This design comes from an exercise in tuning for small area on the open sky130 flow, not from production work. The RTL was checked by simulation tests, not by an equivalence proof against the original design.

$ cat design/flow/config.mk
export PLATFORM = sky130hd
export DESIGN_NAME = tomasulim
export DESIGN_NICKNAME = tomasulim
export VERILOG_FILES = /design/flow/design.v
export SDC_FILE = /design/flow/constraint.sdc
export NUM_CORES = 4
export LEC_CHECK = 0
export CAP_MARGIN = 20
export CORE_MARGIN = 2
export CORE_UTILIZATION = 40
export PLACE_DENSITY = 0.6
export SLEW_MARGIN = 20
$ cat design/flow/constraint.sdc
create_clock -name core_clock -period 10.0 [get_ports {CLK}]
set_input_delay 2.0000 -clock core_clock [delete_from_list [all_inputs] [get_ports {CLK}]]
set_output_delay 2.0000 -clock core_clock [all_outputs]
set_load 0.01 [all_outputs]
$ cat design/flow/design.v
module programCounter(CLK, CLR, incr, addrOut, addrNext);
	input CLK, CLR, incr;
	output reg [4:0] addrOut;
	output [4:0] addrNext;
	assign addrNext = addrOut + {4'b0, incr & ~CLR};
	always @(posedge CLK, posedge CLR) begin
		if (CLR) begin
			addrOut <= 5'b0;
		end else if (incr) begin
			addrOut <= addrOut + 1'b1;
		end
	end
endmodule
module instrRegister(CLK, CLR, IRin, instrIn, instrOut);
	input CLK, CLR, IRin;
	input [15:0] instrIn;
	output [15:0] instrOut;
	reg [15:0] ir;
	assign instrOut = IRin ? instrIn : ir;
	always @(posedge CLK, posedge CLR) begin
		if (CLR) begin
			ir <= 16'b0;
		end else if (IRin) begin
			ir <= instrIn;
		end
	end
endmodule
module instrQueue(CLK, CLR, cheio, vazio, adc, rtr, instrIn, instrOut);	 
	input CLK, CLR, adc, rtr;
	input [15:0] instrIn;
	output cheio, vazio;
	output reg [15:0] instrOut;
	reg [2:0] frente, tras;	 
	reg [7:0] iValid;			 
	reg [15:0] instrs[7:0];	 
	reg [7:0] iValid_v;
	assign cheio = &iValid;
	assign vazio = ~|iValid;
	always @(posedge CLK, posedge CLR) begin
		if (CLR) begin	 
			iValid <= 8'b0;
			frente <= 3'b0;
			tras <= 3'b0;
			instrOut <= 16'b0;
		end else begin
			iValid_v = iValid;
			if (adc && ~cheio) begin	 
				iValid_v[tras] = 1'b1;
				tras <= tras + 1'b1;
			end
			if (rtr && ~vazio) begin	 
				instrOut <= instrs[frente];
				iValid_v[frente] = 1'b0;
				frente <= frente + 1'b1;
			end
			iValid <= iValid_v;
		end
	end
	always @(posedge CLK) begin
		if (adc && ~cheio)
			instrs[tras] <= instrIn;
	end
endmodule
module decoder(CLK, CLR, load, ID, confirma);
	parameter [3:0] FIRST = 4'd1;
	input CLK, CLR, load;
	input [3:0] ID;
	output reg [1:0] confirma;
	always @(posedge CLK, posedge CLR) begin
		if (CLR) begin
			confirma <= 2'b00;
		end else if (load) begin
			if (ID == FIRST)
				confirma <= 2'b01;
			else if (ID == FIRST + 4'd1)
				confirma <= 2'b10;
		end
	end
endmodule
module UA(CLK, CLR, start, ID_RS_in, Dado1, Dado2, OP_Rd, Resultado, confirmacao, busy, confSet, ID_RS);
	input CLK, CLR, start;
	input [15:0]Dado1, Dado2;
	input [5:0]OP_Rd;
	input [3:0]ID_RS_in;
	output reg confirmacao;	 
	output reg busy;			 
	output reg [22:0] Resultado;		 
	output confSet;
	output reg [3:0]ID_RS;
	reg [2:0]Rd;
	reg [1:0]cont;
	assign confSet = (cont == 2'b01);
	always @(posedge CLK, posedge CLR)begin
		if(CLR)begin
			cont <= 2'b00;
			Resultado <= 23'b0;
			confirmacao <= 1'b0;
			busy <= 1'b0;
			ID_RS <= 4'b0000;
			Rd <= 3'b000;
		end else begin
			confirmacao <= 1'b0;
			case (cont)
				2'b00: begin  
					if (start) begin
						busy <= 1'b1;
						cont <= 2'b01;
						ID_RS <= ID_RS_in;
						Rd <= OP_Rd[5:3];
					end
				end
				2'b01: begin  
					cont <= 2'b10;
					Resultado[19:16] <= ID_RS;
					confirmacao <= 1'b1;
				end
				2'b10: begin  
					case(OP_Rd[2:0])
						3'b001 :	Resultado[15:0] <= Dado1 + Dado2;		 
						3'b010 :	Resultado[15:0] <= Dado1 - Dado2;		 
						3'b011 : Resultado[15:0] <= Dado1 + Dado2;		 
						3'b100 : Resultado[15:0] <= Dado1 + Dado2;
						default: ;
					endcase
					busy <= 1'b0;
					cont <= 2'b00;
					Resultado[22:20] <= Rd;
				end
				default: ;
			endcase
		end
	end
endmodule
module UA_Address(CLK, CLR, sclr, start, finalizado, ID_RS_in, Dado1, Dado2, OP_Rd, Resultado, confirmacao, busy, confSet, rawResultado, rawConfirmacao);
	input CLK, CLR, sclr, start, finalizado;
	input [15:0]Dado1, Dado2;
	input [5:0]OP_Rd;
	input [3:0]ID_RS_in;
	output confirmacao;	 
	output busy;			 
	output [22:0] Resultado;		 
	output confSet;
	output [22:0] rawResultado;
	output rawConfirmacao;
	reg conf_r, busy_r;
	reg [22:0] res_r;
	reg [1:0]cont;
	assign confirmacao = conf_r & ~sclr;
	assign busy = busy_r & ~sclr;
	assign Resultado = sclr ? 23'b0 : res_r;
	assign rawResultado = res_r;
	assign rawConfirmacao = conf_r;
	assign confSet = ~sclr & (cont == 2'b00) & start;
	always @(posedge CLK, posedge CLR)begin
		if(CLR)begin
			cont <= 2'b00;
			res_r <= 23'b0;
			conf_r <= 1'b0;
			busy_r <= 1'b0;
		end else if (sclr) begin
			cont <= 2'b00;
			res_r <= 23'b0;
			conf_r <= 1'b0;
			busy_r <= 1'b0;
		end else begin
			case (cont)
				2'b00: begin  
					if (start) begin
						busy_r <= 1'b1;
						cont <= 2'b01;
						res_r[19:16] <= ID_RS_in;
						res_r[22:20] <= OP_Rd[5:3];
						res_r[15:0] <= Dado1 + Dado2;
						conf_r <= 1'b1;
					end
				end
				2'b01: begin
					if(finalizado) begin
						busy_r <= 1'b0;
						cont <= 2'b00;
						conf_r <= 1'b0;
					end
				end
				default: ;
			endcase
		end
	end
endmodule
module ASRS(ID_in, CLK, CLR, start, busy, clockInstr, Valor1, Valor2, OP_Rd, despacho, ID_out, confirma, CDB, CLK_instr, IRout, depR0, dataR0, depR1, dataR1 );
	input CLK, CLR, start;
	input confirma;
	input [3:0]ID_in;
	input [19:0] CDB;
	input [15:0]IRout;		 
	input	 [2:0] depR0, depR1;
	input [15:0] dataR0, dataR1;
	input [9:0] CLK_instr;
	output reg [3:0]ID_out;
	output reg busy;
	output reg despacho;
	output reg [5:0]OP_Rd;
	output reg [15:0] Valor1,Valor2;
	output reg [9:0] clockInstr;
	reg [1:0] cont;
	reg [15:0] Vj, Vk;	 
	reg [3:0] Qj, Qk;		 
	reg [5:0] OPcode;
	always @(posedge CLK, posedge CLR)begin
		if(CLR)begin
				busy <= 1'b0;
				Vj <= 16'b0;
				Vk <= 16'b0;
				Qj <= 4'b0000;
				Qk <= 4'b0000;
				OPcode <= 6'b0;
				cont <= 2'b0;
				clockInstr <= 10'b0;
				despacho <= 1'b0;
				Valor1 <= 16'b0;
				Valor2 <= 16'b0;
				OP_Rd <= 6'b0;
				ID_out <= 4'b0;
		end else begin
			case(cont)
				2'b00: begin
						if(start)begin	 
							busy <= 1'b1;
							Vj <= dataR0;
							Vk <= dataR1;
							Qj <= {1'b0, depR0};
							Qk <= {1'b0, depR1};
							OPcode <= IRout[5:0];
							cont <= 2'b01;
							clockInstr <= CLK_instr;
						end
				end
				2'b01: begin
						if(Qj != 4'b0000 || Qk != 4'b0000)begin	 
							if(CDB[19:16] == Qj)begin
								Vj <= CDB[15:0];
								Qj <= 4'b0000;
							end
							if(CDB[19:16] == Qk)begin
								Vk <= CDB[15:0];
								Qk <= 4'b0000;
							end
						end else begin		 
							despacho <= 1'b1;
							Valor1 <= Vj;
							Valor2 <= Vk;
							OP_Rd <= OPcode;
							ID_out <= ID_in;
							cont <= 2'b10;
						end
				end
				2'b10: begin
						if(confirma)begin		 
								busy <= 1'b0;	 
								Vj <= 16'b0;
								Vk <= 16'b0;
								Qj <= 4'b0000;
								Qk <= 4'b0000;
								OPcode <= 6'b0;
								cont <= 2'b0;
								despacho <= 1'b0;
						end
				end
				default: ;
			endcase
		end
	end
endmodule
module LSRS(ID_in, CLK, CLR, start, busy, clockInstr, Valor1, Valor2, Valor3, OP_Rd, despacho, ID_out, confirma, CDB, CLK_instr, IRout, depR0, dataR0, depR1, dataR1 );
	input CLK, CLR, start;
	input confirma;
	input [3:0]ID_in;
	input [19:0] CDB;
	input [15:0]IRout;		 
	input [2:0] depR0, depR1;
	input [15:0] dataR0, dataR1;
	input [9:0] CLK_instr;
	output reg [3:0]ID_out;
	output reg busy;
	output reg despacho;
	output reg [5:0]OP_Rd;
	output reg [15:0] Valor1, Valor2, Valor3;
	output reg [9:0] clockInstr;
	reg [1:0] cont;
	reg [6:0]Offset;
	reg [15:0] Vj, Vk;	 
	reg [3:0] Qj, Qk;		 
	reg [5:0] OPcode;
	always @(posedge CLK, posedge CLR)begin
		if(CLR)begin
				busy <= 1'b0;
				Vj <= 16'b0;
				Vk <= 16'b0;
				Qj <= 4'b0000;
				Qk <= 4'b0000;
				OPcode <= 6'b0;
				cont <= 2'b0;
				clockInstr <= 10'b0;
				Offset <= 7'b0;
				Valor3 <= 16'b0;
				despacho <= 1'b0;
				Valor1 <= 16'b0;
				Valor2 <= 16'b0;
				OP_Rd <= 6'b0;
				ID_out <= 4'b0;
		end else begin
			case(cont)
				2'b00: begin
						if(start)begin
							busy <= 1'b1;
							Vj <= dataR0;
							Vk <= dataR1;
							Qj <= {1'b0, depR0};
							Qk <= {1'b0, depR1};
							OPcode <= IRout[5:0];
							Offset <= IRout[15:9];
							cont <= 2'b01;
							clockInstr <= CLK_instr;
						end
				end
				2'b01: begin
						if(OPcode[2:0] == 3'b011) begin  
							if(Qk != 4'b0000)begin	 
								if(CDB[19:16] == Qk)begin
									Vk <= CDB[15:0];
									Qk <= 4'b0000;
								end
							end else begin
								despacho <= 1'b1;
								Valor1 <= {9'b0, Offset};	 
								Valor2 <= Vk;		 
								OP_Rd <= OPcode;	 
								ID_out <= ID_in;	 
								cont <= 2'b10;
							end
						end
						if(OPcode[2:0] == 3'b100) begin	 
							if(Qj != 4'b0000 || Qk != 4'b0000)begin	 
								if(CDB[19:16] == Qj)begin
									Vj <= CDB[15:0];
									Qj <= 4'b0000;
								end
								if(CDB[19:16] == Qk)begin
									Vk <= CDB[15:0];
									Qk <= 4'b0000;
								end
							end else begin
								despacho <= 1'b1;
								Valor1 <= {9'b0, Offset};
								Valor2 <= Vk;
								OP_Rd <= OPcode;
								ID_out <= ID_in;
								cont <= 2'b10;
								Valor3 <= Vj;
							end
						end
				end
				2'b10: begin
						if(confirma)begin		 
								busy <= 1'b0;	 
								Vj <= 16'b0;
								Vk <= 16'b0;
								Qj <= 4'b0000;
								Qk <= 4'b0000;
								OPcode <= 6'b0;
								cont <= 2'b0;
								despacho <= 1'b0;
								Offset <= 7'b0;
						end
				end
				default: ;
			endcase
		end
	end
endmodule
module registerFile(CLK, CLR, wren, numW, depW, wdep, depID, dadoDep, dataW, numR0, depR0, dataR0, numR1, depR1, dataR1);
	input CLK, CLR, wren, wdep;
	input [2:0] numW, numR0, numR1, depID; 	 
	input [3:0] depW, dadoDep;
	input [15:0] dataW; 	 
	output reg [3:0] depR0, depR1;		 
	output reg [15:0] dataR0, dataR1;	 
	reg [127:0] regs;	 
	reg [31:0] depRegs;	 
	reg [127:0] regs_n;
	reg [31:0] depRegs_n;
	always @* begin
		regs_n = regs;
		depRegs_n = depRegs;
		if (wren) begin				 
			if (depW == 4'b0000) begin
				depRegs_n[numW*4 +: 4] = 4'b0000;		 
				regs_n[numW*16 +: 16] = dataW;			 
			end
		end
		if (wdep) begin	 
			depRegs_n[depID*4 +: 4] = dadoDep;  
		end
	end
	always @(posedge CLK, posedge CLR) begin
		if (CLR) begin	 
			regs <= {16'd24, 16'd7, 16'd6, 16'd5, 16'd4, 16'd3, 16'd2, 16'd1};
			depRegs <= 32'b0;
			depR0 <= 4'b0;
			depR1 <= 4'b0;
			dataR0 <= 16'b0;
			dataR1 <= 16'b0;
		end else begin
			regs <= regs_n;
			depRegs <= depRegs_n;
			depR0 <= depRegs_n[numR0*4 +: 4];
			if (depRegs_n[numR0*4 +: 4] == 4'b0000)
				dataR0 <= regs_n[numR0*16 +: 16];  
			depR1 <= depRegs_n[numR1*4 +: 4];
			if (depRegs_n[numR1*4 +: 4] == 4'b0000)
				dataR1 <= regs_n[numR1*16 +: 16];	 
		end
	end
endmodule
module CDBArbt(CLK, CLR, combo, controle, resultadoAddSub, resultadoLoadStore, CDB, wren_banco, RD);
	input CLK, CLR, combo;
	input controle;
	input [22:0]  resultadoAddSub;
	input [22:0]  resultadoLoadStore;
	output reg [19:0]CDB;
	output reg wren_banco;
	output reg [2:0] RD;
	reg combo_q;
	always @(posedge CLK, posedge CLR)begin
		if(CLR)begin
			wren_banco <= 1'b0;
			combo_q <= 1'b0;
			CDB <= 20'b0;
			RD <= 3'b0;
		end else begin
			combo_q <= combo;
			wren_banco <= 1'b0;
			if (combo_q & ~combo) begin
				wren_banco <= 1'b1;
				if(~controle) begin
					CDB <= resultadoAddSub[19:0];
					RD <= resultadoAddSub[22:20];
				end	else	begin
					CDB <= resultadoLoadStore[19:0];
					RD <= resultadoLoadStore[22:20];
				end
			end
		end
	end
endmodule
module tomasulim(CLK, CLR, mem_addr, mem_wdata, mem_we, mem_rdata, cdb_we, cdb_rd, cdb_tag, cdb_data);
	input CLK, CLR;
	output [4:0] mem_addr;
	output [15:0] mem_wdata;
	output mem_we;
	input [15:0] mem_rdata;
	output cdb_we;
	output [2:0] cdb_rd;
	output [3:0] cdb_tag;
	output [15:0] cdb_data;
	reg [9:0] counter;
	reg quemSai;
	reg quemSai2;
	wire [4:0] addrOut, addrNext;
	wire [3:0] depR0, depR1;
	wire [15:0] q, instrOut, IRout, dataR0, dataR1;
	wire cheio, vazio;
	reg [2:0]step;
	wire adiciona;
	reg adc, rtr;											 
	wire [3:0]busy;	 
	reg [3:0] start;	 
	reg IRin; 					 
	reg [2:0] numR0,numR1;	 
	reg wren;					 
	wire wren_cdb;				 
	reg [3:0] depW, numW;	 
	wire [2:0] RD;				 
	wire [9:0] clockInstr[1:0];
	wire [15:0] Valor1[1:0];
	wire [15:0] Valor2[1:0];
	wire [5:0] OP_Rd[1:0];
	wire [1:0] despacho;
	wire [1:0] confirma;
	wire [3:0] ID_out[1:0];
	wire [19:0] CDB;
	wire [9:0] clk_instLS[1:0];
	wire [15:0] Valor3[1:0];
	wire [15:0] Valor4[1:0];
	wire [15:0] Valor5[1:0];
	wire [5:0] OP_Rd2[1:0];  
	wire [1:0] despacho2;
	wire [1:0] confirma2;
	wire [3:0] ID_out2[1:0];
	reg strAddSub;
	reg [3:0] IDaddSub;
	reg [15:0] Dado1, Dado2;
	reg [5:0] OP_RdAddSub;
	wire [22:0] resultAddSub;
	wire confAddSub, busyAddSub;
	wire confSetAS;
	wire [3:0] idAS;
	reg strLoadStore;
	reg [3:0] IDloadStore;
	reg [15:0] Dado3, Dado4;
	reg [5:0] OP_RdLoadStore;
	wire [22:0] resultLoadStore, rawResultLoadStore;
	wire confAddress, busyLoadStore, rawConfAddress;
	wire confSetLS;
	reg confLoadStore, confLoad;
	reg [15:0]Dadolido;
	reg latencia;
	reg WMen;	 
	reg [9:0] maisAntiga;
	reg [2:0] step_v;
	reg adc_v, rtr_v, IRin_v, wren_v, strAddSub_v, strLoadStore_v, latencia_v, WMen_v;
	reg confLoadStore_v, confLoad_v;
	reg [2:0] numR0_v, numR1_v;
	reg [3:0] start_v;
	reg [15:0] Dadolido_v, Dado1_v, Dado2_v, Dado3_v, Dado4_v;
	reg [9:0] counter_v;
	reg [3:0] depW_v, numW_v, IDaddSub_v, IDloadStore_v;
	reg quemSai_v, quemSai2_v;
	reg [5:0] OP_RdAddSub_v, OP_RdLoadStore_v;
	assign q = mem_rdata;
	always @(posedge CLK, posedge CLR) begin
		if(CLR)begin
			adc <= 1'b0;
			rtr <= 1'b0;
			step <= 3'b0;
			IRin <= 1'b0;
			numR0 <= 3'b0;
			numR1 <= 3'b0;
			start <= 4'b0;
			Dadolido <= 16'b0;
			wren <= 1'b0;
			counter <= 10'b0;
			strAddSub <= 1'b0;
			strLoadStore <= 1'b0;
			latencia <= 1'b0;
			WMen <= 1'b0;
			confLoadStore <= 1'b0;
			confLoad <= 1'b0;
			depW <= 4'b0;
			numW <= 4'b0;
			quemSai <= 1'b0;
			quemSai2 <= 1'b0;
			Dado1 <= 16'b0;
			Dado2 <= 16'b0;
			Dado3 <= 16'b0;
			Dado4 <= 16'b0;
			IDaddSub <= 4'b0;
			IDloadStore <= 4'b0;
			OP_RdAddSub <= 6'b0;
			OP_RdLoadStore <= 6'b0;
		end else begin
			step_v = step; adc_v = adc; rtr_v = rtr; IRin_v = IRin; wren_v = wren;
			numR0_v = numR0; numR1_v = numR1; start_v = start; Dadolido_v = Dadolido;
			counter_v = counter; latencia_v = latencia; confLoadStore_v = confLoadStore;
			confLoad_v = confLoad; depW_v = depW; numW_v = numW;
			quemSai_v = quemSai; quemSai2_v = quemSai2;
			Dado1_v = Dado1; Dado2_v = Dado2; Dado3_v = Dado3; Dado4_v = Dado4;
			IDaddSub_v = IDaddSub; IDloadStore_v = IDloadStore;
			OP_RdAddSub_v = OP_RdAddSub; OP_RdLoadStore_v = OP_RdLoadStore;
			strAddSub_v = 1'b0;
			strLoadStore_v = 1'b0;
			maisAntiga = 10'b1111111111;
			WMen_v = 1'b0;
			if(~latencia_v) begin
				confLoadStore_v = 1'b0;
			end
			case(step_v)
				3'b000:	begin
					step_v = 3'b001;
				end
				3'b001:	begin
					step_v = 3'b010;
					adc_v = 1'b1;
				end
				3'b010:	begin
					step_v = 3'b011;
					rtr_v = 1'b1;
				end
				3'b011:	begin
					wren_v = 1'b0;
					step_v = 3'b100;
					rtr_v = 1'b0;
					IRin_v = 1'b1;
				end
				3'b100: begin
					IRin_v = 1'b0;
					counter_v = counter_v + 1'b1;
					numR0_v = IRout[5:3];
					numR1_v = IRout[8:6];
					step_v = 3'b101;
				end
				3'b101: begin
					if(IRout[2:0] == 3'b001 || IRout[2:0] == 3'b010)begin
						if(~busy[0])begin
							start_v[0] = 1'b1;
							depW_v = 4'b0001;
							numW_v = {1'b0, numR0_v};
							step_v = 3'b110;
						end else if(~busy[1]) begin
							start_v[1] = 1'b1;
							depW_v = 4'b0010;
							numW_v = {1'b0, numR0_v};
							step_v = 3'b110;
						end
					end else if(IRout[2:0] == 3'b011 || IRout[2:0] == 3'b100 )begin	 
						if(~busy[2])begin
							start_v[2] = 1'b1;
							depW_v = 4'b0101;
							numW_v = {1'b0, numR0_v};
							step_v = 3'b110;
						end else if(~busy[3]) begin
							start_v[3] = 1'b1;
							depW_v = 4'b0110;
							numW_v = {1'b0, numR0_v};
							step_v = 3'b110;
						end
					end else begin
						step_v = 3'b010;
					end
				end
				3'b110 : begin
					if(~confAddSub & ~confLoadStore_v)begin
						if(IRout[2:0] != 3'b100)
							wren_v = 1'b1;  
						step_v = 3'b010;  
						start_v = 4'b0000;
					end
				end
				default: ;
			endcase
			if ((despacho[0] || despacho[1]) && ~busyAddSub) begin
				if (despacho[0] && clockInstr[0] < maisAntiga) begin
					maisAntiga = clockInstr[0];
					quemSai_v = 1'b0;
				end
				if (despacho[1] && clockInstr[1] < maisAntiga) begin
					maisAntiga = clockInstr[1];
					quemSai_v = 1'b1;
				end
				strAddSub_v = 1'b1;
				Dado1_v = Valor1[quemSai_v];
				Dado2_v = Valor2[quemSai_v];
				IDaddSub_v = ID_out[quemSai_v];
				OP_RdAddSub_v = OP_Rd[quemSai_v];
			end
			if(~confAddress) begin
				if ((despacho2[0] || despacho2[1]) && ~busyLoadStore) begin
					if (despacho2[0] && clk_instLS[0] < maisAntiga) begin
						maisAntiga = clk_instLS[0];
						quemSai2_v = 1'b0;
					end
					if (despacho2[1] && clk_instLS[1] < maisAntiga) begin
						maisAntiga = clk_instLS[1];
						quemSai2_v = 1'b1;
					end
					strLoadStore_v = 1'b1;
					Dado3_v = Valor3[quemSai2_v];
					Dado4_v = Valor4[quemSai2_v];
					IDloadStore_v = ID_out2[quemSai2_v];
					OP_RdLoadStore_v = OP_Rd2[quemSai2_v];
				end
			end
			if(confAddress) begin
				if(OP_RdLoadStore_v[2:0] == 3'b011) begin 
					if(latencia_v == 1'b0)begin
						latencia_v = 1'b1;
						confLoad_v = 1'b1;
					end	else begin
						confLoadStore_v = 1'b1;
						Dadolido_v = q;
						latencia_v = 1'b0;
						confLoad_v = 1'b0;
					end
				end
				if(OP_RdLoadStore_v[2:0] == 3'b100) begin 
					WMen_v = 1'b1;
				end
			end
			step <= step_v; adc <= adc_v; rtr <= rtr_v; IRin <= IRin_v; wren <= wren_v;
			numR0 <= numR0_v; numR1 <= numR1_v; start <= start_v; Dadolido <= Dadolido_v;
			counter <= counter_v; latencia <= latencia_v; confLoadStore <= confLoadStore_v;
			confLoad <= confLoad_v; depW <= depW_v; numW <= numW_v;
			quemSai <= quemSai_v; quemSai2 <= quemSai2_v;
			Dado1 <= Dado1_v; Dado2 <= Dado2_v; Dado3 <= Dado3_v; Dado4 <= Dado4_v;
			IDaddSub <= IDaddSub_v; IDloadStore <= IDloadStore_v;
			OP_RdAddSub <= OP_RdAddSub_v; OP_RdLoadStore <= OP_RdLoadStore_v;
			strAddSub <= strAddSub_v; strLoadStore <= strLoadStore_v; WMen <= WMen_v;
		end
	end
	assign adiciona = (adc & (~WMen));
	assign mem_addr = confAddress ? resultLoadStore[4:0] : addrNext;
	assign mem_wdata = Valor5[quemSai2];
	assign mem_we = WMen;
	programCounter pc(CLK, CLR, ~cheio & ~confAddress, addrOut, addrNext);	 
	instrQueue iq(CLK, CLR, cheio, vazio, adiciona, rtr, q, instrOut);	 
	instrRegister IR(CLK, CLR, IRin, instrOut, IRout);					 
	registerFile RF(CLK, CLR, wren_cdb, RD, wren_cdb ? 4'b0000 : depW, wren, numW[2:0], depW, CDB[15:0], numR0, depR0, dataR0, numR1, depR1, dataR1);
	ASRS Est1(4'b0001, CLK, CLR, start[0], busy[0], clockInstr[0], Valor1[0], Valor2[0], OP_Rd[0], despacho[0], ID_out[0], confirma[0], CDB[19:0], counter, IRout, depR0[2:0], dataR0, depR1[2:0], dataR1 );
	ASRS Est2(4'b0010, CLK, CLR, start[1], busy[1], clockInstr[1], Valor1[1], Valor2[1], OP_Rd[1], despacho[1], ID_out[1], confirma[1], CDB[19:0], counter, IRout, depR0[2:0], dataR0, depR1[2:0], dataR1 );
	UA addSub(CLK, CLR, strAddSub, IDaddSub, Dado1, Dado2, OP_RdAddSub, resultAddSub, confAddSub, busyAddSub, confSetAS, idAS);
	decoder #(4'd1) decConfAddSub(CLK, CLR, confSetAS, idAS, confirma);
	LSRS Est5(4'b0101, CLK, CLR, start[2], busy[2], clk_instLS[0], Valor3[0], Valor4[0], Valor5[0], OP_Rd2[0], despacho2[0], ID_out2[0], confirma2[0], CDB[19:0], counter, IRout, depR0[2:0], dataR0, depR1[2:0], dataR1 );
	LSRS Est6(4'b0110, CLK, CLR, start[3], busy[3], clk_instLS[1], Valor3[1], Valor4[1], Valor5[1], OP_Rd2[1], despacho2[1], ID_out2[1], confirma2[1], CDB[19:0], counter, IRout, depR0[2:0], dataR0, depR1[2:0], dataR1 );
	UA_Address loadStore(CLK, CLR, confLoadStore, strLoadStore, confLoadStore|WMen, IDloadStore, Dado3, Dado4, OP_RdLoadStore, resultLoadStore, confAddress, busyLoadStore, confSetLS, rawResultLoadStore, rawConfAddress);
	decoder #(4'd5) decConfLoadStore(CLK, CLR, confSetLS, IDloadStore, confirma2);
	CDBArbt Arb(CLK, CLR, confAddSub | confLoad, rawConfAddress, resultAddSub, {rawResultLoadStore[22:16], Dadolido}, CDB, wren_cdb, RD);
	assign cdb_we = wren_cdb;
	assign cdb_rd = RD;
	assign cdb_tag = CDB[19:16];
	assign cdb_data = CDB[15:0];
endmodule
$ cat design/flow/run.sh
#!/bin/bash
# synth_recipe.tcl (not shown) runs the flow's synth.tcl, then flattens the netlist and writes it again
# the make line also repeats each setting of config.mk as NAME=value (left out here)
make -C /OpenROAD-flow-scripts/flow DESIGN_CONFIG=/design/flow/config.mk WORK_HOME=/design/flow/orfs CLKGATE_MAP_FILE= SYNTH_SCRIPT=/design/flow/synth_recipe.tcl finish
==> summary.txt <==
# TYPE chip_impl_metric gauge
chip_impl_metric{name="cts.path.max_buffers",unit=""} 3
chip_impl_info{name="r2r_start",value="Est1.clockInstr[7]"} 1
chip_impl_metric{name="path_max_fanout",unit=""} 21
chip_impl_metric{name="tns",unit="ns"} 0
chip_impl_metric{name="drc",unit=""} 0
chip_impl_info{name="crit_type",value="flip-flop to flip-flop"} 1
chip_impl_metric{name="detail_route.vias_per_cell",unit=""} 5.60
chip_impl_metric{name="floorplan.die_area",unit="mm2"} 0.109
chip_impl_metric{name="maxCapViolations",unit=""} 0
chip_impl_metric{name="synth_async_sr_flop_share",unit="%"} 87.8
chip_impl_metric{name="holdBufCountCts",unit=""} 0
chip_impl_metric{name="final.min_clock_period",unit="ns"} 7.67
chip_impl_metric{name="layout.cell_area.non_filler",unit="mm2"} 0.0480
chip_impl_metric{name="critical_path.max_stage_delay",unit="ns"} 0.81
chip_impl_info{name="worst_path_max_delay_cell",value="sky130_fd_sc_hd__nand4b_1"} 1
chip_impl_metric{name="worst_ep_required_time",unit="ns"} 10.52
chip_impl_metric{name="cts_setup_buffers",unit=""} 0
chip_impl_metric{name="initialDrtViolationCount",unit=""} 2043
chip_impl_metric{name="number_of_buffers_inserted_during_clock_tree_synthesis",unit=""} 98
chip_impl_metric{name="cts.reportedPaths.clkPinSlew",unit="ns"} 0.06
chip_impl_metric{name="netlist_instances",unit=""} 3522
chip_impl_metric{name="synth.avg_cell_area",unit="um2"} 12.1
chip_impl_metric{name="route.detailed.wl_per_inst",unit="um"} 22.9
chip_impl_metric{name="clk-insertion-delay-late",unit="ns"} 0.69
chip_impl_info{name="critPathLaunch",value="Est1.clockInstr[7]"} 1
chip_impl_metric{name="cts.repair.resized",unit=""} 0
chip_impl_metric{name="ys_types",unit=""} 85
chip_impl_metric{name="area_delta_synth_final",unit="%"} 12.8
chip_impl_metric{name="dieWidth",unit="um"} 330
chip_impl_metric{name="seq_area_frac_synth",unit="%"} 55.3
chip_impl_metric{name="drive_gt1_share",unit="%"} 19.2
chip_impl_metric{name="layout.nets",unit=""} 3637
chip_impl_metric{name="vdd.ir_drop.worst",unit="mV"} 0.343
chip_impl_metric{name="place.gp.congestion",unit=""} 0.880
chip_impl_metric{name="place_area",unit="mm2"} 0.0446
chip_impl_info{name="critical_path.most_common_cell",value="sky130_fd_sc_hd__o21ai_0"} 1
chip_impl_metric{name="yosysWarningCount",unit=""} 12
chip_impl_info{name="grt_setup_unrepaired",value="no"} 1
chip_impl_metric{name="worst-slew-pin-transition",unit="ns"} 1.11
chip_impl_metric{name="drt-pass1-iter-count",unit=""} 18
chip_impl_metric{name="critPathBufInv",unit=""} 1
chip_impl_metric{name="cts_sinks",unit=""} 917
chip_impl_metric{name="globalRoute.totalOverflow",unit=""} 0
chip_impl_metric{name="grtUsageTotal",unit="%"} 21.2
chip_impl_metric{name="hold_viol_final",unit=""} 0
chip_impl_info{name="worst_hold_path_type",value="flip-flop to flip-flop"} 1
chip_impl_metric{name="synth_enable_flop_cells",unit=""} 112
chip_impl_metric{name="power.density",unit="mW/mm2"} 374
chip_impl_metric{name="std_cell_rows",unit=""} 119
chip_impl_metric{name="finalClockSkew",unit="ns"} 0.0349
chip_impl_info{name="commonest_cells_after_routing_fill_and_taps_aside",value="sky130_fd_sc_hd__dfrtp_1, sky130_fd_sc_hd__nand2_1, sky130_fd_sc_hd__mux2_2"} 1
chip_impl_metric{name="initial_antenna_violation_count",unit=""} 3
chip_impl_metric{name="static_leakage",unit="nW"} 21.6
chip_impl_metric{name="worstPathArrival",unit="ns"} 8.20
chip_impl_metric{name="power_after_layout",unit="mW"} 17.9
chip_impl_info{name="outcome",value="timing/DRC/antenna clean"} 1
chip_impl_metric{name="grt_first_pass_wirelength",unit="um"} 177000
chip_impl_metric{name="largest_net_degree_at_the_start_of_global_routing",unit=""} 165
chip_impl_metric{name="fmax",unit="MHz"} 130
chip_impl_metric{name="route.antenna.remaining_nets",unit=""} 0
chip_impl_metric{name="wl_final",unit="um"} 114000
chip_impl_metric{name="setup_viol_count_final",unit=""} 0
chip_impl_info{name="critical-path-top-delay-family",value="simple AND/OR/NAND/NOR gates"} 1
chip_impl_metric{name="timing.max_slew.rel_slack",unit="%"} 26.2
chip_impl_metric{name="via_count",unit=""} 28000
chip_impl_metric{name="ys_seq_elements",unit=""} 917
chip_impl_info{name="setup.worst_path.end_class",value="flip-flop"} 1
chip_impl_metric{name="dp.final_hpwl",unit="um"} 74800
chip_impl_metric{name="htreeDepth",unit=""} 3
chip_impl_metric{name="maxSlewViolCount",unit=""} 0
chip_impl_metric{name="layout.cells.non_filler",unit=""} 5005
chip_impl_metric{name="summed_instance_area_of_the_synthesized_netlist",unit="mm2"} 0.0425
chip_impl_metric{name="syn-num-nets",unit=""} 3630
chip_impl_metric{name="final_critical_path_share_of_the_clock_period",unit="%"} 76.7
chip_impl_info{name="cts_tree",value="yes"} 1
chip_impl_metric{name="start_util",unit="%"} 40.3
chip_impl_info{name="worst_hold_startpoint",value="OP_RdAddSub[3]"} 1
chip_impl_metric{name="coreArea",unit="mm2"} 0.105
chip_impl_metric{name="die_height",unit="um"} 330
chip_impl_metric{name="io_buffers",unit=""} 63
chip_impl_info{name="start_kind",value="flip-flop"} 1
chip_impl_metric{name="layout.core_utilization",unit="%"} 45.5
chip_impl_info{name="clock_tree.root_cell",value="sky130_fd_sc_hd__clkbuf_16"} 1
chip_impl_info{name="synthFlopType",value="sky130_fd_sc_hd__dfrtp_1"} 1
chip_impl_metric{name="vias_in_the_first_global_route",unit=""} 28100
chip_impl_metric{name="io-pin-count",unit=""} 64
chip_impl_metric{name="cell_count_after_placement",unit=""} 4820
chip_impl_info{name="most_frequent_standard_cell_in_the_layout_excluding_fill_and_tap_cells",value="sky130_fd_sc_hd__dfrtp_1"} 1
-- path summary, 6_finish.rpt --
kind	to	slack [ns]	cells after the start
setup / recovery	OP_RdLoadStore[4]	2.33	26
hold / removal	OP_RdAddSub[3]	0.47	2
setup reg to reg	OP_RdLoadStore[4]	2.33	26
hold reg to reg	OP_RdAddSub[3]	0.47	2
max in group asynchronous	Est1.Valor1[7]	5.96	4
min in group asynchronous	pc.addrOut[1]	1.93	2
-- report_power, final --
part	switching (mW)	internal [mW]	total [mW]
Sequential	1.02	5.14	6.16
Clock	1.54	2.22	3.76
Combinational	4.65	3.37	8.02
-- flip-flops by register name, summed over array words and instances, names as in the netlist, 20 cells and up --
register          count
addSub.Resultado     21
RF.regs             128
iq.instrs           112
RF.depRegs           32
Arb.CDB              20
-- cell usage after synthesis (6+ instances only) --
master                        n  area [um2]
sky130_fd_sc_hd__dfrtp_1    791       19800
sky130_fd_sc_hd__nand2_1    344        1290
sky130_fd_sc_hd__mux2_2     307        3460
sky130_fd_sc_hd__o21ai_0    297        1490
sky130_fd_sc_hd__clkbuf_1   172         646
sky130_fd_sc_hd__mux2i_1    157        1570
sky130_fd_sc_hd__nor2_1     147         552
sky130_fd_sc_hd__a22o_1     144        1260
sky130_fd_sc_hd__inv_1      125         469
sky130_fd_sc_hd__edfxtp_1   112        3360
sky130_fd_sc_hd__mux4_2     101        2270
sky130_fd_sc_hd__ha_1        88        1100
sky130_fd_sc_hd__a21oi_1     87         435
sky130_fd_sc_hd__nand3_1     61         305
sky130_fd_sc_hd__xnor2_1     53         464
sky130_fd_sc_hd__nand4_1     42         263
sky130_fd_sc_hd__nand2b_1    38         238
sky130_fd_sc_hd__nor3_1      38         190
sky130_fd_sc_hd__a31oi_1     36         225
sky130_fd_sc_hd__buf_1       34         128
sky130_fd_sc_hd__and3_1      29         181
sky130_fd_sc_hd__o31ai_1     29         218
sky130_fd_sc_hd__a22oi_1     24         180
sky130_fd_sc_hd__xor2_1      23         201
sky130_fd_sc_hd__nor2b_1     21         131
sky130_fd_sc_hd__a21o_1      14         105
sky130_fd_sc_hd__and2_1      14        87.6
sky130_fd_sc_hd__dfstp_2     14         368
sky130_fd_sc_hd__a211oi_1    13        97.6
sky130_fd_sc_hd__o21a_1      11        82.6
sky130_fd_sc_hd__or2_2       11        68.8
sky130_fd_sc_hd__a2bb2oi_1   10        87.6
sky130_fd_sc_hd__o2bb2ai_1   10        87.6
sky130_fd_sc_hd__nor4_1       9        56.3
sky130_fd_sc_hd__a211o_1      6        52.6
sky130_fd_sc_hd__a311oi_1     6        52.6
-- final cells by class --
class,instances,area [um2]
fill,9613,57400
sequential,917,23500
multi-input combinational,2260,17700
clock buffer,153,3000
tap,1391,1740
timing repair buffer,125,1150
inverter,127,483
clock inverter,30,360
antenna,2,5.00
-- cell families (layout without fill, tap and decap cells) --
logic type | count (synthesis) | count (layout) | share of synthesized area (%)
and+or+nand+nor | 796 | 796 | 8.77
adders and majority gates | 90 | 90 | 2.68
AOI/OAI and AO/OA | 731 | 731 | 11.2
other | 0 | 2 | 0
xor gates and xnor gates | 76 | 76 | 1.57
DFF | 917 | 917 | 55.3
muxes | 567 | 567 | 17.2
buffers and inverters | 345 | 435 | 3.23
-- worst reg2reg max path, delay by kind of cell (launching register included) --
| family | cells | cell delay, ns |
|---|---|---|
| compound gates | 10 | 2.85 |
| fa+ha+maj | 3 | 0.92 |
| buf+inv | 1 | 0.09 |
| flops | 1 | 0.38 |
| mux | 1 | 0.19 |
| simple gates | 11 | 3.07 |
-- per-layer routing --
metal / up-vias / wire length, um / global-route usage [%]
met5: - / 16 / 0
met4: 2 / 2800 / 6.37
met3: 167 / 5930 / 3.25
met2: 712 / 52800 / 33.4
met1: 14300 / 52900 / 30.4
li1: 12800 / - / -
-- metrics by stage --
stage / hold WS, ns / worst slack [ns]
after floorplan: 0.420 / -3.04
after global placement: 0.452 / 2.39
after detailed placement: 0.453 / 2.52
after CTS: 0.476 / 2.46
after global routing: 0.496 / 1.58
final: 0.474 / 2.33

[re-timing with driven ports]
The flow's constraints put no driver on any port. The routed layout listed below was extracted and timed again, unchanged, in two steps. Step 1, drivers: a clkbuf_16 drives CLK and a buf_2 each remaining input, both assumed. Step 2, shift: input delay + t, output delay - t, t = (earliest + latest rising clock arrival at the registers) / 2. This alone moves slack from input paths to output paths. Three values: no drivers, after step 1, after step 2; two values: the first two.
t, ns: 0.738
setup WS [ns]: 2.325 / 2.325 / 2.325
worst setup path at the end: register to register
worst register clock-pin slew, ns: 0.07 / 0.07
cell pins on the clock port's net: 1
After both steps setup and hold are still met in this run. For this run, drivers alone change the setup slack by 0.000 ns; drivers and shift together by 0.000 ns.
